Source: an optimization exercise on an open RTL-to-GDS flow (aim: small area). Production flows keep margins and buffers that such runs may drop.
Only simulation tests tie the RTL to the original design; equivalence was not proved. The flow treats the clock pin as an ideal source, which a real chip does not have.

--- design/flow/design.v ---
`timescale 1ns / 1ps
module apadd #(parameter W = 13, parameter SUB = 0) (
    input  [W-1:0] A,
    input  [W-1:0] B,
    output [W-1:0] S,
    output C
);
    wire [W-1:0] Bp = SUB ? ~B : B;
    wire [W:2] c;
    assign c[2] = A[1];
    assign S[1:0] = Bp[1:0];
    genvar i;
    generate for (i = 2; i < W; i = i + 1) begin : g
        assign S[i] = A[i] ^ Bp[i] ^ c[i];
        assign c[i+1] = (A[i] & Bp[i]) | (A[i] & c[i]) | (Bp[i] & c[i]);
    end endgenerate
    assign C = c[W];
endmodule
module apnegsub #(parameter W = 13) (
    input  [W-1:0] A,
    input  [W-1:0] B,
    output [W-1:0] Y
);
    wire [W-1:2] h;
    wire [W:2] c, d;
    assign c[2] = ~A[1];
    assign d[2] = B[1] & B[0];
    assign Y[1:0] = {B[1] ^ B[0], ~B[0]};
    genvar i;
    generate for (i = 2; i < W; i = i + 1) begin : g
        assign h[i] = ~A[i] ^ B[i] ^ c[i];
        assign c[i+1] = (~A[i] & B[i]) | (~A[i] & c[i]) | (B[i] & c[i]);
        assign Y[i] = h[i] ^ d[i];
        assign d[i+1] = h[i] & d[i];
    end endgenerate
endmodule
module negw #(parameter W = 8) (
    input  [W-1:0] A,
    output [W-1:0] Y
);
    wire [W:0] c;
    assign c[0] = 1'b1;
    genvar i;
    generate for (i = 0; i < W; i = i + 1) begin : g
        assign Y[i] = ~A[i] ^ c[i];
        assign c[i+1] = ~A[i] & c[i];
    end endgenerate
endmodule
`timescale 1ns / 1ps
module DCT2_app(
    input [10:0] x0, input [10:0] x1, input [10:0] x2, input [10:0] x3,
    input [10:0] x4, input [10:0] x5, input [10:0] x6, input [10:0] x7,
    input col0,
    output [13:0] y0, output [13:0] y1, output [13:0] y2, output [13:0] y3,
    output [13:0] y4, output [13:0] y5, output [13:0] y6, output [13:0] y7,
    output [74:0] row
);
  wire [11:0] a1_0;
  apadd #(.W(12), .SUB(0)) u_a1_0 (.A({{1{x7[10]}}, x7}), .B({{1{x0[10]}}, x0}), .S(a1_0), .C());
  wire [11:0] a1_1;
  apadd #(.W(12), .SUB(0)) u_a1_1 (.A({{1{x6[10]}}, x6}), .B({{1{x1[10]}}, x1}), .S(a1_1), .C());
  wire [11:0] a1_2;
  apadd #(.W(12), .SUB(0)) u_a1_2 (.A({{1{x5[10]}}, x5}), .B({{1{x2[10]}}, x2}), .S(a1_2), .C());
  wire [11:0] a1_3;
  apadd #(.W(12), .SUB(0)) u_a1_3 (.A({{1{x4[10]}}, x4}), .B({{1{x3[10]}}, x3}), .S(a1_3), .C());
  wire [11:0] a1_4;
  apadd #(.W(12), .SUB(1)) u_a1_4 (.A({{1{x3[10]}}, x3}), .B({{1{x4[10]}}, x4}), .S(a1_4), .C());
  wire [11:0] a1_5;
  apadd #(.W(12), .SUB(1)) u_a1_5 (.A({{1{x2[10]}}, x2}), .B({{1{x5[10]}}, x5}), .S(a1_5), .C());
  wire [11:0] a1_6;
  apadd #(.W(12), .SUB(1)) u_a1_6 (.A({{1{x1[10]}}, x1}), .B({{1{x6[10]}}, x6}), .S(a1_6), .C());
  wire [11:0] a1_7;
  apadd #(.W(12), .SUB(1)) u_a1_7 (.A({{1{x0[10]}}, x0}), .B({{1{x7[10]}}, x7}), .S(a1_7), .C());
  wire [12:0] a2_0;
  apadd #(.W(13), .SUB(0)) u_a2_0 (.A({{1{a1_0[11]}}, a1_0}), .B({{1{a1_3[11]}}, a1_3}), .S(a2_0), .C());
  wire [12:0] a2_1;
  apadd #(.W(13), .SUB(0)) u_a2_1 (.A({{1{a1_1[11]}}, a1_1}), .B({{1{a1_2[11]}}, a1_2}), .S(a2_1), .C());
  wire [12:0] a2_3;
  apadd #(.W(13), .SUB(1)) u_a2_3 (.A({{1{a1_0[11]}}, a1_0}), .B({{1{a1_3[11]}}, a1_3}), .S(a2_3), .C());
  wire [12:0] a2_6;
  apadd #(.W(13), .SUB(0)) u_a2_6 (.A({{1{a1_6[11]}}, a1_6}), .B({{1{a1_7[11]}}, a1_7}), .S(a2_6), .C());
  wire [12:0] p0 = a2_0;
  wire [12:0] p1 = a2_1;
  wire [12:0] s0, s1; wire k0, k1;
  apadd #(.W(13), .SUB(0)) u_s0 (.A(p0), .B(p1), .S(s0), .C(k0));
  apadd #(.W(13), .SUB(1)) u_s1 (.A(p0), .B(p1), .S(s1), .C(k1));
  wire [13:0] n_7;
  apnegsub #(.W(14)) u_n_7 (.A({{2{a1_6[11]}}, a1_6}), .B({{2{a1_7[11]}}, a1_7}), .Y(n_7));
  wire [13:0] n_2;
  apnegsub #(.W(14)) u_n_2 (.A({{2{a1_1[11]}}, a1_1}), .B({{2{a1_2[11]}}, a1_2}), .Y(n_2));
  wire ci0 = s0[12] ^ p0[12] ^ p1[12];
  wire ci1 = s1[12] ^ p0[12] ^ ~p1[12];
  wire u0 = (~p0[12] & ~p1[12]) | (~p0[12] & ci0) | (~p1[12] & ci0);
  wire u1 = (~p0[12] & p1[12]) | (~p0[12] & ci1) | (p1[12] & ci1);
  assign y0 = {col0 ? u0 : (p0[12] ^ p1[12] ^ k0), s0};
  assign y4 = {col0 ? (u1 ^ (p1 != 13'h1000)) : (p0[12] ^ ~p1[12] ^ k1), s1};
  assign y1 = {{1{a2_6[12]}}, a2_6};
  assign y2 = {{1{a2_3[12]}}, a2_3};
  assign y3 = {{2{a1_5[11]}}, a1_5};
  assign y5 = {{2{a1_4[11]}}, a1_4};
  assign y6 = n_7;
  assign y7 = n_2;
  assign row = {n_2[10:2], n_7[10:2], a1_4[8:0], s1[10:3], a1_5[8:0], a2_3[9:0], a2_6[9:0], s0[10:0]};
endmodule
`timescale 1ns / 1ps
module dct_ram(
    input clk,
    input wp,
    input we,
    input [74:0] din,
    input [7:0] col,
    input pix,
    input [63:0] px,
    output [10:0] c0, output [10:0] c1, output [10:0] c2, output [10:0] c3,
    output [10:0] c4, output [10:0] c5, output [10:0] c6, output [10:0] c7
);
  reg [74:0] st0, st1, st2, st3, st4, st5, st6, st7;
  wire [74:0] pxrow = {st7[74], st7[73], st7[72], px[63], px[62], px[61], px[60], px[59], px[58], st7[65], st7[64], st7[63], px[55], px[54], px[53], px[52], px[51], px[50], st7[56], px[47], px[46], px[45], px[44], px[43], px[42], px[41], px[40], st7[47], st7[46], st7[45], px[39], px[38], px[37], px[36], px[35], st7[39], px[31], px[30], px[29], px[28], px[27], px[26], px[25], px[24], px[57], px[56], px[23], px[22], px[21], px[20], px[19], px[18], px[17], px[16], px[49], px[48], px[15], px[14], px[13], px[12], px[11], px[10], px[9], px[8], px[34], px[33], px[32], px[7], px[6], px[5], px[4], px[3], px[2], px[1], px[0]};
  always @(posedge clk) begin
    st0 <= wp ? pxrow : st7;
    st1 <= we ? din : st0;
    st2 <= st1;
    st3 <= st2;
    st4 <= st3;
    st5 <= st4;
    st6 <= st5;
    st7 <= st6;
  end
  wire cp0 = col[0] | pix;
  wire cp1 = col[1] | pix;
  wire cp2 = col[2] | pix;
  wire cp3 = col[3] | pix;
  wire cp4 = col[4] | pix;
  wire cp5 = col[5] | pix;
  wire cp6 = col[6] | pix;
  wire cp7 = col[7] | pix;
  wire [10:0] o0;
  assign o0[0] = (cp0 & st0[0])
      | (col[1] & st1[11])
      | (col[2] & st2[21])
      | (col[3] & st3[31])
      | (col[4] & ~st4[0])
      | (col[5] & st5[48])
      | (col[6] & ~st6[11])
      | (col[7] & ~st7[0]);
  assign o0[1] = (cp0 & st0[1])
      | (col[1] & st1[12])
      | (col[2] & st2[22])
      | (col[3] & st3[32])
      | (col[4] & ~st4[1])
      | (col[5] & st5[49])
      | (col[6] & (st6[12] ^ st6[11]))
      | (col[7] & (st7[1] ^ st7[0]));
  assign o0[2] = (cp0 & st0[2])
      | (col[1] & st1[13])
      | (col[2] & st2[23])
      | (col[3] & st3[33])
      | (col[4] & ~st4[2])
      | (col[5] & st5[50])
      | (col[6] & st6[57])
      | (col[7] & st7[66]);
  assign o0[3] = (cp0 & st0[3])
      | (col[1] & st1[14])
      | (col[2] & st2[24])
      | (col[3] & st3[34])
      | (col[4] & st4[40])
      | (col[5] & st5[51])
      | (col[6] & st6[58])
      | (col[7] & st7[67]);
  assign o0[4] = (cp0 & st0[4])
      | (col[1] & st1[15])
      | (col[2] & st2[25])
      | (col[3] & st3[35])
      | (col[4] & st4[41])
      | (col[5] & st5[52])
      | (col[6] & st6[59])
      | (col[7] & st7[68]);
  assign o0[5] = (cp0 & st0[5])
      | (col[1] & st1[16])
      | (col[2] & st2[26])
      | (col[3] & st3[36])
      | (col[4] & st4[42])
      | (col[5] & st5[53])
      | (col[6] & st6[60])
      | (col[7] & st7[69]);
  assign o0[6] = (cp0 & st0[6])
      | (col[1] & st1[17])
      | (col[2] & st2[27])
      | (col[3] & st3[37])
      | (col[4] & st4[43])
      | (col[5] & st5[54])
      | (col[6] & st6[61])
      | (col[7] & st7[70]);
  assign o0[7] = (cp0 & st0[7])
      | (col[1] & st1[18])
      | (col[2] & st2[28])
      | (col[3] & st3[38])
      | (col[4] & st4[44])
      | (col[5] & st5[55])
      | (col[6] & st6[62])
      | (col[7] & st7[71]);
  wire g0_8 = (col[3] & st3[39]) | (col[5] & st5[56]);
  assign o0[8] = (col[0] & st0[8])
      | (col[1] & st1[19])
      | (col[2] & st2[29])
      | (col[4] & st4[45])
      | (col[6] & st6[63])
      | (col[7] & st7[72])
      | g0_8;
  wire g0_9 = g0_8 | (col[1] & st1[20]) | (col[2] & st2[30]);
  assign o0[9] = (col[0] & st0[9])
      | (col[4] & st4[46])
      | (col[6] & st6[64])
      | (col[7] & st7[73])
      | g0_9;
  wire g0_10 = g0_9 | (col[0] & ~st0[10]) | (col[4] & st4[47]) | (col[6] & st6[65]) | (col[7] & st7[74]);
  assign o0[10] = g0_10;
  assign c0 = o0;
  wire [10:0] o1;
  assign o1[0] = (col[0] & st7[0])
      | (cp1 & st0[11])
      | (col[2] & st1[21])
      | (col[3] & st2[31])
      | (col[4] & ~st3[0])
      | (col[5] & st4[48])
      | (col[6] & ~st5[11])
      | (col[7] & ~st6[0]);
  assign o1[1] = (col[0] & st7[1])
      | (cp1 & st0[12])
      | (col[2] & st1[22])
      | (col[3] & st2[32])
      | (col[4] & ~st3[1])
      | (col[5] & st4[49])
      | (col[6] & (st5[12] ^ st5[11]))
      | (col[7] & (st6[1] ^ st6[0]));
  assign o1[2] = (col[0] & st7[2])
      | (cp1 & st0[13])
      | (col[2] & st1[23])
      | (col[3] & st2[33])
      | (col[4] & ~st3[2])
      | (col[5] & st4[50])
      | (col[6] & st5[57])
      | (col[7] & st6[66]);
  assign o1[3] = (col[0] & st7[3])
      | (cp1 & st0[14])
      | (col[2] & st1[24])
      | (col[3] & st2[34])
      | (col[4] & st3[40])
      | (col[5] & st4[51])
      | (col[6] & st5[58])
      | (col[7] & st6[67]);
  assign o1[4] = (col[0] & st7[4])
      | (cp1 & st0[15])
      | (col[2] & st1[25])
      | (col[3] & st2[35])
      | (col[4] & st3[41])
      | (col[5] & st4[52])
      | (col[6] & st5[59])
      | (col[7] & st6[68]);
  assign o1[5] = (col[0] & st7[5])
      | (cp1 & st0[16])
      | (col[2] & st1[26])
      | (col[3] & st2[36])
      | (col[4] & st3[42])
      | (col[5] & st4[53])
      | (col[6] & st5[60])
      | (col[7] & st6[69]);
  assign o1[6] = (col[0] & st7[6])
      | (cp1 & st0[17])
      | (col[2] & st1[27])
      | (col[3] & st2[37])
      | (col[4] & st3[43])
      | (col[5] & st4[54])
      | (col[6] & st5[61])
      | (col[7] & st6[70]);
  assign o1[7] = (col[0] & st7[7])
      | (cp1 & st0[18])
      | (col[2] & st1[28])
      | (col[3] & st2[38])
      | (col[4] & st3[44])
      | (col[5] & st4[55])
      | (col[6] & st5[62])
      | (col[7] & st6[71]);
  wire g1_8 = (col[3] & st2[39]) | (col[5] & st4[56]);
  assign o1[8] = (col[0] & st7[8])
      | (col[1] & st0[19])
      | (col[2] & st1[29])
      | (col[4] & st3[45])
      | (col[6] & st5[63])
      | (col[7] & st6[72])
      | g1_8;
  wire g1_9 = g1_8 | (col[1] & st0[20]) | (col[2] & st1[30]);
  assign o1[9] = (col[0] & st7[9])
      | (col[4] & st3[46])
      | (col[6] & st5[64])
      | (col[7] & st6[73])
      | g1_9;
  wire g1_10 = g1_9 | (col[0] & ~st7[10]) | (col[4] & st3[47]) | (col[6] & st5[65]) | (col[7] & st6[74]);
  assign o1[10] = g1_10;
  assign c1 = o1;
  wire [10:0] o2;
  assign o2[0] = (col[0] & st6[0])
      | (col[1] & st7[11])
      | (cp2 & st0[21])
      | (col[3] & st1[31])
      | (col[4] & ~st2[0])
      | (col[5] & st3[48])
      | (col[6] & ~st4[11])
      | (col[7] & ~st5[0]);
  assign o2[1] = (col[0] & st6[1])
      | (col[1] & st7[12])
      | (cp2 & st0[22])
      | (col[3] & st1[32])
      | (col[4] & ~st2[1])
      | (col[5] & st3[49])
      | (col[6] & (st4[12] ^ st4[11]))
      | (col[7] & (st5[1] ^ st5[0]));
  assign o2[2] = (col[0] & st6[2])
      | (col[1] & st7[13])
      | (cp2 & st0[23])
      | (col[3] & st1[33])
      | (col[4] & ~st2[2])
      | (col[5] & st3[50])
      | (col[6] & st4[57])
      | (col[7] & st5[66]);
  assign o2[3] = (col[0] & st6[3])
      | (col[1] & st7[14])
      | (cp2 & st0[24])
      | (col[3] & st1[34])
      | (col[4] & st2[40])
      | (col[5] & st3[51])
      | (col[6] & st4[58])
      | (col[7] & st5[67]);
  assign o2[4] = (col[0] & st6[4])
      | (col[1] & st7[15])
      | (cp2 & st0[25])
      | (col[3] & st1[35])
      | (col[4] & st2[41])
      | (col[5] & st3[52])
      | (col[6] & st4[59])
      | (col[7] & st5[68]);
  assign o2[5] = (col[0] & st6[5])
      | (col[1] & st7[16])
      | (cp2 & st0[26])
      | (col[3] & st1[36])
      | (col[4] & st2[42])
      | (col[5] & st3[53])
      | (col[6] & st4[60])
      | (col[7] & st5[69]);
  assign o2[6] = (col[0] & st6[6])
      | (col[1] & st7[17])
      | (cp2 & st0[27])
      | (col[3] & st1[37])
      | (col[4] & st2[43])
      | (col[5] & st3[54])
      | (col[6] & st4[61])
      | (col[7] & st5[70]);
  assign o2[7] = (col[0] & st6[7])
      | (col[1] & st7[18])
      | (cp2 & st0[28])
      | (col[3] & st1[38])
      | (col[4] & st2[44])
      | (col[5] & st3[55])
      | (col[6] & st4[62])
      | (col[7] & st5[71]);
  wire g2_8 = (col[3] & st1[39]) | (col[5] & st3[56]);
  assign o2[8] = (col[0] & st6[8])
      | (col[1] & st7[19])
      | (col[2] & st0[29])
      | (col[4] & st2[45])
      | (col[6] & st4[63])
      | (col[7] & st5[72])
      | g2_8;
  wire g2_9 = g2_8 | (col[1] & st7[20]) | (col[2] & st0[30]);
  assign o2[9] = (col[0] & st6[9])
      | (col[4] & st2[46])
      | (col[6] & st4[64])
      | (col[7] & st5[73])
      | g2_9;
  wire g2_10 = g2_9 | (col[0] & ~st6[10]) | (col[4] & st2[47]) | (col[6] & st4[65]) | (col[7] & st5[74]);
  assign o2[10] = g2_10;
  assign c2 = o2;
  wire [10:0] o3;
  assign o3[0] = (col[0] & st5[0])
      | (col[1] & st6[11])
      | (col[2] & st7[21])
      | (cp3 & st0[31])
      | (col[4] & ~st1[0])
      | (col[5] & st2[48])
      | (col[6] & ~st3[11])
      | (col[7] & ~st4[0]);
  assign o3[1] = (col[0] & st5[1])
      | (col[1] & st6[12])
      | (col[2] & st7[22])
      | (cp3 & st0[32])
      | (col[4] & ~st1[1])
      | (col[5] & st2[49])
      | (col[6] & (st3[12] ^ st3[11]))
      | (col[7] & (st4[1] ^ st4[0]));
  assign o3[2] = (col[0] & st5[2])
      | (col[1] & st6[13])
      | (col[2] & st7[23])
      | (cp3 & st0[33])
      | (col[4] & ~st1[2])
      | (col[5] & st2[50])
      | (col[6] & st3[57])
      | (col[7] & st4[66]);
  assign o3[3] = (col[0] & st5[3])
      | (col[1] & st6[14])
      | (col[2] & st7[24])
      | (cp3 & st0[34])
      | (col[4] & st1[40])
      | (col[5] & st2[51])
      | (col[6] & st3[58])
      | (col[7] & st4[67]);
  assign o3[4] = (col[0] & st5[4])
      | (col[1] & st6[15])
      | (col[2] & st7[25])
      | (cp3 & st0[35])
      | (col[4] & st1[41])
      | (col[5] & st2[52])
      | (col[6] & st3[59])
      | (col[7] & st4[68]);
  assign o3[5] = (col[0] & st5[5])
      | (col[1] & st6[16])
      | (col[2] & st7[26])
      | (cp3 & st0[36])
      | (col[4] & st1[42])
      | (col[5] & st2[53])
      | (col[6] & st3[60])
      | (col[7] & st4[69]);
  assign o3[6] = (col[0] & st5[6])
      | (col[1] & st6[17])
      | (col[2] & st7[27])
      | (cp3 & st0[37])
      | (col[4] & st1[43])
      | (col[5] & st2[54])
      | (col[6] & st3[61])
      | (col[7] & st4[70]);
  assign o3[7] = (col[0] & st5[7])
      | (col[1] & st6[18])
      | (col[2] & st7[28])
      | (cp3 & st0[38])
      | (col[4] & st1[44])
      | (col[5] & st2[55])
      | (col[6] & st3[62])
      | (col[7] & st4[71]);
  wire g3_8 = (col[3] & st0[39]) | (col[5] & st2[56]);
  assign o3[8] = (col[0] & st5[8])
      | (col[1] & st6[19])
      | (col[2] & st7[29])
      | (col[4] & st1[45])
      | (col[6] & st3[63])
      | (col[7] & st4[72])
      | g3_8;
  wire g3_9 = g3_8 | (col[1] & st6[20]) | (col[2] & st7[30]);
  assign o3[9] = (col[0] & st5[9])
      | (col[4] & st1[46])
      | (col[6] & st3[64])
      | (col[7] & st4[73])
      | g3_9;
  wire g3_10 = g3_9 | (col[0] & ~st5[10]) | (col[4] & st1[47]) | (col[6] & st3[65]) | (col[7] & st4[74]);
  assign o3[10] = g3_10;
  assign c3 = o3;
  wire [10:0] o4;
  assign o4[0] = (col[0] & st4[0])
      | (col[1] & st5[11])
      | (col[2] & st6[21])
      | (col[3] & st7[31])
      | (col[4] & ~st0[0])
      | (col[5] & st1[48])
      | (col[6] & ~st2[11])
      | (col[7] & ~st3[0])
      | (pix & st0[8]);
  assign o4[1] = (col[0] & st4[1])
      | (col[1] & st5[12])
      | (col[2] & st6[22])
      | (col[3] & st7[32])
      | (col[4] & ~st0[1])
      | (col[5] & st1[49])
      | (col[6] & (st2[12] ^ st2[11]))
      | (col[7] & (st3[1] ^ st3[0]))
      | (pix & st0[9]);
  assign o4[2] = (col[0] & st4[2])
      | (col[1] & st5[13])
      | (col[2] & st6[23])
      | (col[3] & st7[33])
      | (col[4] & ~st0[2])
      | (col[5] & st1[50])
      | (col[6] & st2[57])
      | (col[7] & st3[66])
      | (pix & st0[10]);
  assign o4[3] = (col[0] & st4[3])
      | (col[1] & st5[14])
      | (col[2] & st6[24])
      | (col[3] & st7[34])
      | (cp4 & st0[40])
      | (col[5] & st1[51])
      | (col[6] & st2[58])
      | (col[7] & st3[67]);
  assign o4[4] = (col[0] & st4[4])
      | (col[1] & st5[15])
      | (col[2] & st6[25])
      | (col[3] & st7[35])
      | (cp4 & st0[41])
      | (col[5] & st1[52])
      | (col[6] & st2[59])
      | (col[7] & st3[68]);
  assign o4[5] = (col[0] & st4[5])
      | (col[1] & st5[16])
      | (col[2] & st6[26])
      | (col[3] & st7[36])
      | (cp4 & st0[42])
      | (col[5] & st1[53])
      | (col[6] & st2[60])
      | (col[7] & st3[69]);
  assign o4[6] = (col[0] & st4[6])
      | (col[1] & st5[17])
      | (col[2] & st6[27])
      | (col[3] & st7[37])
      | (cp4 & st0[43])
      | (col[5] & st1[54])
      | (col[6] & st2[61])
      | (col[7] & st3[70]);
  assign o4[7] = (col[0] & st4[7])
      | (col[1] & st5[18])
      | (col[2] & st6[28])
      | (col[3] & st7[38])
      | (cp4 & st0[44])
      | (col[5] & st1[55])
      | (col[6] & st2[62])
      | (col[7] & st3[71]);
  wire g4_8 = (col[3] & st7[39]) | (col[5] & st1[56]);
  assign o4[8] = (col[0] & st4[8])
      | (col[1] & st5[19])
      | (col[2] & st6[29])
      | (col[4] & st0[45])
      | (col[6] & st2[63])
      | (col[7] & st3[72])
      | g4_8;
  wire g4_9 = g4_8 | (col[1] & st5[20]) | (col[2] & st6[30]);
  assign o4[9] = (col[0] & st4[9])
      | (col[4] & st0[46])
      | (col[6] & st2[64])
      | (col[7] & st3[73])
      | g4_9;
  wire g4_10 = g4_9 | (col[0] & ~st4[10]) | (col[4] & st0[47]) | (col[6] & st2[65]) | (col[7] & st3[74]);
  assign o4[10] = g4_10;
  assign c4 = o4;
  wire [10:0] o5;
  assign o5[0] = (col[0] & st3[0])
      | (col[1] & st4[11])
      | (col[2] & st5[21])
      | (col[3] & st6[31])
      | (col[4] & ~st7[0])
      | (cp5 & st0[48])
      | (col[6] & ~st1[11])
      | (col[7] & ~st2[0]);
  assign o5[1] = (col[0] & st3[1])
      | (col[1] & st4[12])
      | (col[2] & st5[22])
      | (col[3] & st6[32])
      | (col[4] & ~st7[1])
      | (cp5 & st0[49])
      | (col[6] & (st1[12] ^ st1[11]))
      | (col[7] & (st2[1] ^ st2[0]));
  assign o5[2] = (col[0] & st3[2])
      | (col[1] & st4[13])
      | (col[2] & st5[23])
      | (col[3] & st6[33])
      | (col[4] & ~st7[2])
      | (cp5 & st0[50])
      | (col[6] & st1[57])
      | (col[7] & st2[66]);
  assign o5[3] = (col[0] & st3[3])
      | (col[1] & st4[14])
      | (col[2] & st5[24])
      | (col[3] & st6[34])
      | (col[4] & st7[40])
      | (cp5 & st0[51])
      | (col[6] & st1[58])
      | (col[7] & st2[67]);
  assign o5[4] = (col[0] & st3[4])
      | (col[1] & st4[15])
      | (col[2] & st5[25])
      | (col[3] & st6[35])
      | (col[4] & st7[41])
      | (cp5 & st0[52])
      | (col[6] & st1[59])
      | (col[7] & st2[68]);
  assign o5[5] = (col[0] & st3[5])
      | (col[1] & st4[16])
      | (col[2] & st5[26])
      | (col[3] & st6[36])
      | (col[4] & st7[42])
      | (cp5 & st0[53])
      | (col[6] & st1[60])
      | (col[7] & st2[69]);
  assign o5[6] = (col[0] & st3[6])
      | (col[1] & st4[17])
      | (col[2] & st5[27])
      | (col[3] & st6[37])
      | (col[4] & st7[43])
      | (cp5 & st0[54])
      | (col[6] & st1[61])
      | (col[7] & st2[70]);
  assign o5[7] = (col[0] & st3[7])
      | (col[1] & st4[18])
      | (col[2] & st5[28])
      | (col[3] & st6[38])
      | (col[4] & st7[44])
      | (cp5 & st0[55])
      | (col[6] & st1[62])
      | (col[7] & st2[71]);
  wire g5_8 = (col[3] & st6[39]) | (col[5] & st0[56]);
  assign o5[8] = (col[0] & st3[8])
      | (col[1] & st4[19])
      | (col[2] & st5[29])
      | (col[4] & st7[45])
      | (col[6] & st1[63])
      | (col[7] & st2[72])
      | g5_8;
  wire g5_9 = g5_8 | (col[1] & st4[20]) | (col[2] & st5[30]);
  assign o5[9] = (col[0] & st3[9])
      | (col[4] & st7[46])
      | (col[6] & st1[64])
      | (col[7] & st2[73])
      | g5_9;
  wire g5_10 = g5_9 | (col[0] & ~st3[10]) | (col[4] & st7[47]) | (col[6] & st1[65]) | (col[7] & st2[74]);
  assign o5[10] = g5_10;
  assign c5 = o5;
  wire [10:0] o6;
  assign o6[0] = (col[0] & st2[0])
      | (col[1] & st3[11])
      | (col[2] & st4[21])
      | (col[3] & st5[31])
      | (col[4] & ~st6[0])
      | (col[5] & st7[48])
      | (col[6] & ~st0[11])
      | (col[7] & ~st1[0])
      | (pix & st0[19]);
  assign o6[1] = (col[0] & st2[1])
      | (col[1] & st3[12])
      | (col[2] & st4[22])
      | (col[3] & st5[32])
      | (col[4] & ~st6[1])
      | (col[5] & st7[49])
      | (col[6] & (st0[12] ^ st0[11]))
      | (col[7] & (st1[1] ^ st1[0]))
      | (pix & st0[20]);
  assign o6[2] = (col[0] & st2[2])
      | (col[1] & st3[13])
      | (col[2] & st4[23])
      | (col[3] & st5[33])
      | (col[4] & ~st6[2])
      | (col[5] & st7[50])
      | (cp6 & st0[57])
      | (col[7] & st1[66]);
  assign o6[3] = (col[0] & st2[3])
      | (col[1] & st3[14])
      | (col[2] & st4[24])
      | (col[3] & st5[34])
      | (col[4] & st6[40])
      | (col[5] & st7[51])
      | (cp6 & st0[58])
      | (col[7] & st1[67]);
  assign o6[4] = (col[0] & st2[4])
      | (col[1] & st3[15])
      | (col[2] & st4[25])
      | (col[3] & st5[35])
      | (col[4] & st6[41])
      | (col[5] & st7[52])
      | (cp6 & st0[59])
      | (col[7] & st1[68]);
  assign o6[5] = (col[0] & st2[5])
      | (col[1] & st3[16])
      | (col[2] & st4[26])
      | (col[3] & st5[36])
      | (col[4] & st6[42])
      | (col[5] & st7[53])
      | (cp6 & st0[60])
      | (col[7] & st1[69]);
  assign o6[6] = (col[0] & st2[6])
      | (col[1] & st3[17])
      | (col[2] & st4[27])
      | (col[3] & st5[37])
      | (col[4] & st6[43])
      | (col[5] & st7[54])
      | (cp6 & st0[61])
      | (col[7] & st1[70]);
  assign o6[7] = (col[0] & st2[7])
      | (col[1] & st3[18])
      | (col[2] & st4[28])
      | (col[3] & st5[38])
      | (col[4] & st6[44])
      | (col[5] & st7[55])
      | (cp6 & st0[62])
      | (col[7] & st1[71]);
  wire g6_8 = (col[3] & st5[39]) | (col[5] & st7[56]);
  assign o6[8] = (col[0] & st2[8])
      | (col[1] & st3[19])
      | (col[2] & st4[29])
      | (col[4] & st6[45])
      | (col[6] & st0[63])
      | (col[7] & st1[72])
      | g6_8;
  wire g6_9 = g6_8 | (col[1] & st3[20]) | (col[2] & st4[30]);
  assign o6[9] = (col[0] & st2[9])
      | (col[4] & st6[46])
      | (col[6] & st0[64])
      | (col[7] & st1[73])
      | g6_9;
  wire g6_10 = g6_9 | (col[0] & ~st2[10]) | (col[4] & st6[47]) | (col[6] & st0[65]) | (col[7] & st1[74]);
  assign o6[10] = g6_10;
  assign c6 = o6;
  wire [10:0] o7;
  assign o7[0] = (col[0] & st1[0])
      | (col[1] & st2[11])
      | (col[2] & st3[21])
      | (col[3] & st4[31])
      | (col[4] & ~st5[0])
      | (col[5] & st6[48])
      | (col[6] & ~st7[11])
      | (col[7] & ~st0[0])
      | (pix & st0[29]);
  assign o7[1] = (col[0] & st1[1])
      | (col[1] & st2[12])
      | (col[2] & st3[22])
      | (col[3] & st4[32])
      | (col[4] & ~st5[1])
      | (col[5] & st6[49])
      | (col[6] & (st7[12] ^ st7[11]))
      | (col[7] & (st0[1] ^ st0[0]))
      | (pix & st0[30]);
  assign o7[2] = (col[0] & st1[2])
      | (col[1] & st2[13])
      | (col[2] & st3[23])
      | (col[3] & st4[33])
      | (col[4] & ~st5[2])
      | (col[5] & st6[50])
      | (col[6] & st7[57])
      | (cp7 & st0[66]);
  assign o7[3] = (col[0] & st1[3])
      | (col[1] & st2[14])
      | (col[2] & st3[24])
      | (col[3] & st4[34])
      | (col[4] & st5[40])
      | (col[5] & st6[51])
      | (col[6] & st7[58])
      | (cp7 & st0[67]);
  assign o7[4] = (col[0] & st1[4])
      | (col[1] & st2[15])
      | (col[2] & st3[25])
      | (col[3] & st4[35])
      | (col[4] & st5[41])
      | (col[5] & st6[52])
      | (col[6] & st7[59])
      | (cp7 & st0[68]);
  assign o7[5] = (col[0] & st1[5])
      | (col[1] & st2[16])
      | (col[2] & st3[26])
      | (col[3] & st4[36])
      | (col[4] & st5[42])
      | (col[5] & st6[53])
      | (col[6] & st7[60])
      | (cp7 & st0[69]);
  assign o7[6] = (col[0] & st1[6])
      | (col[1] & st2[17])
      | (col[2] & st3[27])
      | (col[3] & st4[37])
      | (col[4] & st5[43])
      | (col[5] & st6[54])
      | (col[6] & st7[61])
      | (cp7 & st0[70]);
  assign o7[7] = (col[0] & st1[7])
      | (col[1] & st2[18])
      | (col[2] & st3[28])
      | (col[3] & st4[38])
      | (col[4] & st5[44])
      | (col[5] & st6[55])
      | (col[6] & st7[62])
      | (cp7 & st0[71]);
  wire g7_8 = (col[3] & st4[39]) | (col[5] & st6[56]);
  assign o7[8] = (col[0] & st1[8])
      | (col[1] & st2[19])
      | (col[2] & st3[29])
      | (col[4] & st5[45])
      | (col[6] & st7[63])
      | (col[7] & st0[72])
      | g7_8;
  wire g7_9 = g7_8 | (col[1] & st2[20]) | (col[2] & st3[30]);
  assign o7[9] = (col[0] & st1[9])
      | (col[4] & st5[46])
      | (col[6] & st7[64])
      | (col[7] & st0[73])
      | g7_9;
  wire g7_10 = g7_9 | (col[0] & ~st1[10]) | (col[4] & st5[47]) | (col[6] & st7[65]) | (col[7] & st0[74]);
  assign o7[10] = g7_10;
  assign c7 = o7;
endmodule
`timescale 1ns / 1ps
module dct_top(
	 input [7:0]x0,
	 input [7:0]x1,
	 input [7:0]x2,
	 input [7:0]x3,
	 input [7:0]x4,
	 input [7:0]x5,
	 input [7:0]x6,
	 input [7:0]x7,
	 input en,
	 input clk,
	 input rst,
	 output [13:0]y0,
	 output [13:0]y1,
	 output [13:0]y2,
	 output [13:0]y3,
	 output [13:0]y4,
	 output [13:0]y5,
	 output [13:0]y6,
	 output [13:0]y7
    );
	reg [7:0]addr;
	reg wr;
	wire [74:0] row;
	wire [10:0] c0, c1, c2, c3, c4, c5, c6, c7;
	wire [7:0] col = {addr[0], addr[7:1]} & {8{~wr}};
	dct_ram dctRAM(clk,en,wr,row,col,wr,{x7,x6,x5,x4,x3,x2,x1,x0},c0,c1,c2,c3,c4,c5,c6,c7);
	DCT2_app dct2(c0,c1,c2,c3,c4,c5,c6,c7,col[0],y0,y1,y2,y3,y4,y5,y6,y7,row);
	always@(posedge clk) begin
		if (rst) addr <= 8'd1;
		else addr <= {addr[6:0], addr[7]};
		wr <= en;
	end
endmodule
--- design/flow/flow/run.sh ---
#!/bin/bash
# Standard ORFS layout (the standard.sh, unchanged synthesis), with two changes:
#  - port buffers use the smallest buffer cell (buf_1) instead of the default choice;
#  - clock tree: larger sink clusters and no dummy loads, so fewer clock buffers.
set -euo pipefail
bash standard.sh \
  BUFFER_PORTS_ARGS="-buffer_cell sky130_fd_sc_hd__buf_1" \
  CTS_ARGS="-sink_clustering_enable -repair_clock_nets -dont_use_dummy_load -sink_clustering_size 30 -sink_clustering_max_diameter 100" \
  finish > standard_make.log 2>&1
--- design/flow/standard.sh ---
#!/bin/bash
# synth_recipe.tcl (not shown) runs the flow's synth.tcl, then flattens the netlist and writes it again
# the make line also repeats each setting of config.mk as NAME=value (left out here)
make -C /OpenROAD-flow-scripts/flow DESIGN_CONFIG=/design/flow/config.mk WORK_HOME=/design/flow/orfs CLKGATE_MAP_FILE= SYNTH_SCRIPT=/design/flow/synth_recipe.tcl "${@:-finish}"
--- design/flow/config.mk ---
export PLATFORM = sky130hd
export DESIGN_NAME = dct_top
export DESIGN_NICKNAME = dct_top
export VERILOG_FILES = /design/flow/design.v
export SDC_FILE = /design/flow/constraint.sdc
export NUM_CORES = 4
export LEC_CHECK = 0
export CAP_MARGIN = 20
export CORE_MARGIN = 2
export CORE_UTILIZATION = 40
export SLEW_MARGIN = 20
--- design/flow/constraint.sdc ---
create_clock -name core_clock -period 12.0 [get_ports {clk}]
set_input_delay 2.4000 -clock core_clock [delete_from_list [all_inputs] [get_ports {clk}]]
set_output_delay 2.4000 -clock core_clock [all_outputs]
set_load 0.01 [all_outputs]
==> results of run 1 <==
-- cell type report --
class | count | area share (%)
Antenna cell | 1 | 0.0102
Clock buffer | 24 | 2.44
Sequential cell | 609 | 49.5
Tap cell | 756 | 3.84
Timing Repair Buffer | 196 | 3.28
Multi-Input combinational cell | 1014 | 38.5
Inverter | 159 | 2.42
-- per-layer routing --
| layer | up-vias | part of all wire [%] | track usage [%] |
|---|---|---|---|
| met1 | 7392 | 43 | 31.2 |
| met2 | 667 | 45 | 36.0 |
| met5 | - | 0 | 0 |
| li1 | 6745 | - | - |
| met4 | 0 | 3.3 | 6.81 |
| met3 | 97 | 8.2 | 4.87 |
-- cell families (layout without fill, tap and decap cells) --
family / count (synthesis) / count (layout)
flip-flops: 609 / 609
AO/OA/AOI/OAI: 379 / 379
AND/OR/NAND/NOR: 261 / 261
buffers and inverters: 254 / 379
adder cells (fa/ha/maj): 177 / 177
multiplexers: 124 / 124
XOR/XNOR: 73 / 73
other: 0 / 1
-- Yosys cell counts (5+ instances only) --
cell type and number:
sky130_fd_sc_hd__or2_2 15, sky130_fd_sc_hd__nor4_1 5, sky130_fd_sc_hd__a221o_1 12, sky130_fd_sc_hd__nor3_1 10
sky130_fd_sc_hd__a221oi_1 23, sky130_fd_sc_hd__buf_4 8, sky130_fd_sc_hd__nand2b_1 11, sky130_fd_sc_hd__or3_1 7
sky130_fd_sc_hd__a21oi_1 37, sky130_fd_sc_hd__nor2_1 73, sky130_fd_sc_hd__nand2_1 53, sky130_fd_sc_hd__xor2_1 32
sky130_fd_sc_hd__a22o_1 116, sky130_fd_sc_hd__clkbuf_1 60, sky130_fd_sc_hd__xnor2_1 40, sky130_fd_sc_hd__nor2b_1 16
sky130_fd_sc_hd__o21ai_0 25, sky130_fd_sc_hd__mux2_2 124, sky130_fd_sc_hd__fa_1 114, sky130_fd_sc_hd__o211ai_1 6
sky130_fd_sc_hd__a2111o_1 5, sky130_fd_sc_hd__buf_1 26, sky130_fd_sc_hd__nand3_1 9, sky130_fd_sc_hd__dfxtp_1 609
sky130_fd_sc_hd__a22oi_1 124, sky130_fd_sc_hd__ha_1 56, sky130_fd_sc_hd__inv_1 158, sky130_fd_sc_hd__or4_1 26
sky130_fd_sc_hd__and3_1 7, sky130_fd_sc_hd__nand4_1 8, sky130_fd_sc_hd__and4_1 14
-- per-stage QoR --
stage | instances | instance area, µm² | hold slack (ns)
final | 2759 | 24600 | 0.293
after global routing | 2759 | 24600 | 0.292
after CTS | 2758 | 24600 | 0.302
after detailed placement | 2734 | 24000 | 0.313
after global placement | 2734 | 24000 | 0.310
after floorplan | 1877 | 22600 | 0.310
-- sequential cells by signal (all words and copies together), names as in the netlist --
name / cells
dctRAM.st0: 75
dctRAM.st1: 75
dctRAM.st2: 75
dctRAM.st3: 75
dctRAM.st4: 75
dctRAM.st5: 75
dctRAM.st6: 75
dctRAM.st7: 75
addr: 8
wr: 1
-- path summary, 6_finish.rpt --
path | depth (start not counted) | startpoint | end | slack, ns
setup / recovery | 27 | wr | y4[13] | 0.46
hold reg to reg | 0 | dctRAM.st5[47] | dctRAM.st6[47] | 0.29
setup reg to reg | 23 | wr | dctRAM.st1[47] | 4.11
hold / removal | 0 | dctRAM.st5[47] | dctRAM.st6[47] | 0.29
-- layout by cell type, fill, tap and decap left out, types with 15 or more instances in the layout --
master / n
sky130_fd_sc_hd__a22o_1: 116
sky130_fd_sc_hd__xor2_1: 32
sky130_fd_sc_hd__a21oi_1: 37
sky130_fd_sc_hd__nand2_1: 53
sky130_fd_sc_hd__clkbuf_16: 24
sky130_fd_sc_hd__inv_1: 158
sky130_fd_sc_hd__buf_4: 18
sky130_fd_sc_hd__buf_1: 177
sky130_fd_sc_hd__dfxtp_1: 608
sky130_fd_sc_hd__mux2_2: 124
sky130_fd_sc_hd__nor2_1: 73
sky130_fd_sc_hd__ha_1: 56
sky130_fd_sc_hd__o21ai_0: 25
sky130_fd_sc_hd__a221oi_1: 23
sky130_fd_sc_hd__fa_1: 114
sky130_fd_sc_hd__a22oi_1: 124
sky130_fd_sc_hd__or2_2: 15
sky130_fd_sc_hd__or4_1: 26
sky130_fd_sc_hd__xnor2_1: 40
-- worst max-delay path, cell delays in order (launching register included) --
cell and delay [ns]:
sky130_fd_sc_hd__dfxtp_4 0.81, sky130_fd_sc_hd__nor2b_4 0.35, sky130_fd_sc_hd__a22oi_1 0.27, sky130_fd_sc_hd__nand2_1 0.07, sky130_fd_sc_hd__or4_1 0.57, sky130_fd_sc_hd__fa_1 0.49
sky130_fd_sc_hd__fa_1 0.41, sky130_fd_sc_hd__fa_1 0.40, sky130_fd_sc_hd__fa_1 0.43, sky130_fd_sc_hd__fa_1 0.43, sky130_fd_sc_hd__fa_1 0.40, sky130_fd_sc_hd__fa_1 0.37
sky130_fd_sc_hd__inv_1 0.08, sky130_fd_sc_hd__fa_1 0.17, sky130_fd_sc_hd__inv_1 0.06, sky130_fd_sc_hd__fa_1 0.53, sky130_fd_sc_hd__inv_1 0.07, sky130_fd_sc_hd__fa_1 0.46
sky130_fd_sc_hd__a21oi_1 0.14, sky130_fd_sc_hd__nor2_1 0.08, sky130_fd_sc_hd__xnor2_1 0.35, sky130_fd_sc_hd__ha_1 0.37, sky130_fd_sc_hd__xor2_1 0.19, sky130_fd_sc_hd__or3_1 0.37
sky130_fd_sc_hd__a21o_1 0.22, sky130_fd_sc_hd__a211oi_2 0.21, sky130_fd_sc_hd__nor3b_2 0.07, sky130_fd_sc_hd__buf_1 0.13
==> run notes, run 1 <==
The share of the core filled with cells in the final layout is 43.9%, and the number of filler instances in the final layout is 5304. Share of the synthesized area in compound gates (AO/OA/AOI/OAI): 13.0%. The number of levels in the clock H-tree was 1; the total number of clock tree sinks was 609. Along the worst path, the maximum fanout reaches 49. Input and output buffers added on the ports amount to 178. For the final database, setup skew stands at 0.0483 ns.

After the first detailed-routing iteration, the DRC count stood at 1546. For this run, design rule violations remaining after detail routing come to 0. The multiplexer share of the synthesized area is 6.17%, and the synthesis-to-finish area growth is 8.95%. Summing the areas of all and, or, nand and nor instances in the mapped netlist gives 6.11% of the synthesized area.

The placer's final routability congestion estimate was 0.909; the synthesized flop and latch total was 609. After layout, the minimum clock period comes to 11.54 ns. Setup repair after global routing left no endpoint under its margin. The first global-routing pass estimated 99700 µm of wire.

The final critical path takes up 96.2% of the cycle. At the worst endpoint, the arrival time is 9.14 ns. The run gives 0.458 ns as the least setup slack across all paths after layout. The run gives 51200 µm as the HPWL after detailed placement.

After global routing the overflow that remains totals 0. STA classifies the critical path startpoint as a flip-flop. The number of buffers added to fix hold violations after cts is 0. After detailed routing, the average wire length per cell comes to 24.5 µm. The tools report the netlist area before placement as 22600 µm². Number of max-slew violations in the final report: 0. Ranked by total cell area, the synthesized netlist is headed by sky130_fd_sc_hd__dfxtp_1 54%, sky130_fd_sc_hd__fa_1 10%, sky130_fd_sc_hd__mux2_2 6.2%. Dividing the synthesized area by the synthesized cell count gives 12.0 µm². The upper clock frequency limit is 0.0866 GHz. The area of the placeable core is 56200 µm². Number of flops mapped to enable cells by yosys: 0. The tools report the critical path required time as 9.60 ns. For this run, the leading register cell type out of synthesis is sky130_fd_sc_hd__dfxtp_1. The xor/xnor share of the synthesized area came out at 2.89%. The area share of the largest cell type after synthesis was 53.9%.

The logs give 0 for the max-cap violation count and 22.7% for the overall global routing resource usage. Of the cells placed in the final design, the portion with a size suffix greater than 1 is 10.0%. For the full die area, the log shows 58500 µm². Number of nets with antenna violations after routing: 0. The number of antenna violations at the first check in global routing is 1, and the via count is 14901. The I/O pin count is 179.

Entering global routing, the biggest net connects 66 pins. Clock latency on the worst-skew pair, taken at its later pin, is 0.59 ns.

The net count reported at finish was 2241; the sum of negative setup slack was 0 ns. The number of iterations in the first detailed-routing pass was 6; the adder-cell share of the synthesized area was 13.5%. The tools report the number of gates resized after cts as 0. The root buffer selected by CTS is sky130_fd_sc_hd__clkbuf_16. The multi-input combinational cells in the finished layout cover a total of 9490 µm².

The sequential cells in the finished layout cover a total of 12200 µm². The die is 242 µm wide. Wires add up to 67700 µm. Counting flops with an async set or reset pin after synthesis yields a share of 0%.

The run finished with no timing, DRC or antenna violations. In this run, distinct cell masters in the synthesized netlist total 60. Measured against its own limit, the worst slew margin works out to 30.4%.

The run gives 0 as the final hold violation count. TritonCTS built the clock tree. The biggest area contributor in the post-synthesis netlist is sky130_fd_sc_hd__dfxtp_1. The type of the worst min-delay path is reg -> reg. Buffers added to address setup during post-CTS repair amount to 0. The standard-cell row count is 87, and the transition time at the pin with the least slew margin is 1.04 ns. Before CTS, the worst setup slack after placement is 1.09 ns. The initial utilization of the core area, before any placement, comes to 40.3%.

The number of global-route vias before repair was 15332. In the synthesized netlist, the number of instances is 1877.

The number of clock buffers added by TritonCTS is 24. For this run, the number of Yosys warnings is 2. The worst setup path is of the reg -> out kind. Kind of end point of the critical path: an output port. The clock edge transition at the registers on the reported setup and hold paths was 0.11 ns. The clock passes through at most 3 buffers. The register area share after synthesis was 53.9%. Measured along the y axis, the die boundary spans 242 µm. The combinational family with the most area after synthesis was adder cells.

Synthesis produced a netlist with a net count of 2114. The per-cell via count in the routed design is 5.40. For the count of endpoints failing setup in the final report, the log shows 0.
==> inputs of run 2 (changes only) <==
==> design/flow/flow/run.sh (replaced) <==
#!/bin/bash
# Standard ORFS layout (the standard.sh: ORFS synthesis and place-and-route), with:
#  - an area-oriented ABC mapping script (flow/abc_area_nf.script) in place of ORFS's
#    abc_speed.script, in a copy of ORFS's scripts folder; everything else in that
#    copy is ORFS's own, so the registers and the rest of synthesis are unchanged;
#  - port buffers of the smallest buffer cell (buf_1);
#  - clock tree: larger sink clusters and no dummy loads, so fewer clock buffers.
set -euo pipefail
SM="$PWD/scripts_abc"
rm -rf "$SM"
cp -r "$FLOW_HOME/scripts" "$SM"
cp flow/abc_area_nf.script "$SM/abc_speed.script"
bash standard.sh \
  SCRIPTS_DIR="$SM" \
  BUFFER_PORTS_ARGS="-buffer_cell sky130_fd_sc_hd__buf_1" \
  CTS_ARGS="-sink_clustering_enable -repair_clock_nets -dont_use_dummy_load -sink_clustering_size 30 -sink_clustering_max_diameter 100" \
  finish > standard_make.log 2>&1
==> design/flow/flow/abc_area_nf.script (new file) <==
&get -n
&st
&dch -f
&nf -a -F 4 -A 4
&put
topo
stime -c
==> run notes, run 2 <==
Number of levels in the clock H-tree: 1. In the routed layout, each cell is associated on average with a via count of 5.46. For the number of max-slew violations in the final report, the log shows 0.

After detailed placement, the design holds a cell count of 2709. The prevailing post-synth register cell is sky130_fd_sc_hd__dfxtp_1. The clock passes through at most 3 buffers.

Transition time at the pin with the least slew margin: 0.977 ns. The fraction of synthesis flops using an asynchronous set or reset pin is 0%. The critical path in this run is classified as reg -> out.

The count of nets left with antenna violations once routing finished came out at 0. After synthesis, the cell types taking the most area are sky130_fd_sc_hd__dfxtp_1 55%, sky130_fd_sc_hd__fa_1 10%, sky130_fd_sc_hd__mux2_1 6.3%. For this block, the routed nets add up to 65800 µm of wire. The net count reported at finish is 2278, and the highest fanout seen on the critical path is 30. Hold repair after CTS inserted 0 buffers. The via count came out at 14935. The full die area was 56900 µm²; the number of nets in the synthesized netlist was 2052. sky130_fd_sc_hd__dfxtp_1 takes more of the synthesized area than any other cell.

The chip height was 239 µm. Routability-driven placement finished with a final weighted congestion of 0.933. Summing every instance area after synthesis gives 22000 µm². sky130_fd_sc_hd__dfxtp_1 is the most common cell in the netlist. From synthesis to final layout, the design area changed by 11.0%.

From left edge to right edge, the die measures 239 µm. The tools report the end point of the most critical hold path as dctRAM.st5[64]. The run gives 15126 as the number of global-route vias before repair.

Kind of end point of the critical path: an output port. Total congestion overflow after global routing: 0. The count of cells in the finished layout, fillers not included, comes to 2735. The library cell used most frequently in the layout, excluding fill and tap cells, is sky130_fd_sc_hd__dfxtp_1.

The ratio of final minimum period to clock period works out to 95.5%. The area of the placeable core is 54100 µm². Worst min-delay path startpoint: dctRAM.st4[64]. Synthesis instantiated 51 different standard cells from the library. The first routing iteration left 1563 violations. The number of CTS-inserted buffers was 24. The worst hold path depth was 0; the max-cap violation count was 0. Port buffering added 178 buffers. The least setup slack across all paths after layout was 0.539 ns; the initial core utilization was 40.7%. STA classifies the critical path startpoint as a flip-flop.

Summed over all failing endpoints, the final setup total negative slack is 0 ns. Dividing the detail-routed wire length by the instance count gives 24.1 µm. The first-pass GRT wire length was 97400 µm. The tree is rooted in a sky130_fd_sc_hd__clkbuf_16. The worst setup slack for register-to-register paths was 4.40 ns; the area share of the largest cell type after synthesis was 55.4%. Clock-pin slew was measured on the worst setup and hold paths at 0.10 ns.

The number of remaining DRC errors is 0, and the number of flops mapped to enable cells by yosys is 0. The tools report the worst setup path startpoint as wr. Clock latency on the worst-skew pair, taken at its later pin, is 0.59 ns. Post-synthesis average cell area: 12.1 µm². The wire-length estimate of the detail-placed layout is 50600 µm. Synthesized flop and latch total: 609.

The tools report the arrival time at the worst endpoint as 9.06 ns. The final hold violation count is 0. Timing analysis after detailed placement gives a worst setup slack of 0.854 ns. The critical path required time is 9.60 ns, and the number of warnings reported in the yosys synthesis log is 2. Summing all non-filler instances in the final layout gives an area of 24400 µm². For the final database, setup skew stands at 0.0330 ns. The startpoint identified for the worst register-to-register timing path is wr.

In this run the worst hold path is classified as reg -> reg. CTS saw 609 sinks. After filler insertion, the fill cell instance count of the layout stands at 5059. The run finished with no timing, DRC or antenna violations. Entering global routing, the biggest net connects 54 pins.

The tools report the upper clock frequency limit as 0.0872 GHz. The top cell types in the final layout, fill and taps aside, are 608 x sky130_fd_sc_hd__dfxtp_1, 177 x sky130_fd_sc_hd__buf_1, 165 x sky130_fd_sc_hd__nand2_1.

Headroom to the max-slew limit came out at 34.6%. By count the netlist is led by 609 x sky130_fd_sc_hd__dfxtp_1, 165 x sky130_fd_sc_hd__nand2_1, 156 x sky130_fd_sc_hd__clkinv_1. Setup violations remaining at the end of the flow were counted as 0. The floorplan has 85 rows.

The number of antenna violations at the first check in global routing came out at 4. For the number of iterations in the first detailed-routing pass, the log shows 8. 179 I/O pins were placed.

TritonCTS built the clock tree. Of the cells placed in the final design, the portion with a size suffix greater than 1 is 3.24%. Measured in cells, the most critical reg-to-reg path has a length of 20.

For the overall global routing resource usage, the log shows 22.9%. The count of inserted antenna diode cells is 0. Setup repair after global routing left no endpoint under its margin. The worst register-to-register path ends at dctRAM.st1[65]. The share of the Yosys chip area taken by registers is 55.4%.

The placed cell area is 23800 µm², and the synthesized instance count is 1815. For the finished layout, the period the worst path requires is 11.46 ns.
## run 2: changes by cell type in the layout (fill, tap and decap cells not counted), moves of 67 or more
cell and change:
sky130_fd_sc_hd__nand2_1 +112, sky130_fd_sc_hd__clkinv_1 +156, sky130_fd_sc_hd__mux2_2 -124, sky130_fd_sc_hd__a222oi_1 +67, sky130_fd_sc_hd__a22oi_1 -81, sky130_fd_sc_hd__a22o_1 -74
sky130_fd_sc_hd__mux2_1 +123, sky130_fd_sc_hd__inv_1 -158
## run 2: metal layers
metal	wire [µm]	global-route usage, %	share of wire, %
met1	29600	32.1	45
met2	30200	37.0	46
met3	4370	3.87	6.6
met4	1680	5.49	2.5
met5	0	0	0
## run 2: cell type report
cell class	instances	area (µm²)	area share, %
multi-input combinational	1044	9270	37.9
timing repair buffer	206	906	3.71
inverter	156	586	2.40
clock buffer	24	601	2.46
sequential	609	12200	49.9
tap	696	871	3.57
## run 2: cell families after synthesis
logic type	count (synthesis)	share of synthesized area (%)
adder cells (fa/ha/maj)	174	13.7
AND/OR/NAND/NOR	365	7.76
AO/OA/AOI/OAI	317	11.3
XOR/XNOR	63	2.57
flip-flops	609	55.4
multiplexers	124	6.34
buffers and inverters	163	2.90
## run 2: worst max path at each step
stage / end
final: y4[13]
after global routing: y4[13]
after CTS: y4[13]
after detailed placement: y4[13]
after global placement: y4[13]
after floorplan: y4[13]
## run 2: worst max-delay path: stages, from the launching register on
cell,delay [ns]
sky130_fd_sc_hd__dfxtp_4,0.51
sky130_fd_sc_hd__nor2b_4,0.75
sky130_fd_sc_hd__a221oi_1,0.21
sky130_fd_sc_hd__nand3b_1,0.24
sky130_fd_sc_hd__clkinv_1,0.18
sky130_fd_sc_hd__fa_1,0.45
sky130_fd_sc_hd__fa_1,0.40
sky130_fd_sc_hd__fa_1,0.42
sky130_fd_sc_hd__fa_1,0.39
sky130_fd_sc_hd__fa_1,0.41
sky130_fd_sc_hd__fa_1,0.39
sky130_fd_sc_hd__clkinv_1,0.07
sky130_fd_sc_hd__fa_1,0.18
sky130_fd_sc_hd__clkinv_1,0.08
sky130_fd_sc_hd__fa_1,0.39
sky130_fd_sc_hd__fa_1,0.53
sky130_fd_sc_hd__clkinv_1,0.09
sky130_fd_sc_hd__ha_1,0.20
sky130_fd_sc_hd__o21bai_1,0.18
sky130_fd_sc_hd__a21oi_1,0.23
sky130_fd_sc_hd__xnor2_2,0.22
sky130_fd_sc_hd__clkinv_1,0.20
sky130_fd_sc_hd__or4_1,0.51
sky130_fd_sc_hd__or4_1,0.40
sky130_fd_sc_hd__nor3_1,0.32
sky130_fd_sc_hd__xnor2_1,0.11
sky130_fd_sc_hd__o21ai_0,0.17
sky130_fd_sc_hd__buf_1,0.18
## run 2: repair_timing
action	in CTS	in global routing
gates resized for setup	0	3
buffers inserted	0	1
endpoints found under the setup margin	0	1
## run 2: through the flow
step / util, % / hold slack [ns]
after floorplan: - / 0.310
after global placement: 43.9 / 0.311
after detailed placement: 43.9 / 0.312
after CTS: 45.0 / 0.327
after global routing: 45.1 / 0.330
final: 45.1 / 0.326

afterwards: timing with drivers on the ports:
How much do the figures lean on ideal ports? The routed layouts below were timed once more, with nothing changed but the port constraints.
Step 1: set_driving_cell puts a clkbuf_16 on clk and a buf_2 on each other input, an assumption about the parent block.
Step 2, shift: input delay + t, output delay - t, t = (earliest + latest rising clock arrival at the registers) / 2. This alone moves slack from input paths to output paths.
Three values: no drivers, after step 1, after step 2; two values: the first two.
run	t (ns)	slack for setup (ns)	latest minus earliest clock arrival (ns)
run 1	0.628	0.458 / 0.399 / 1.027	0.048 / 0.048
run 2	0.636	0.539 / 0.478 / 1.114	0.034 / 0.034
After both steps every run listed still meets setup and hold.
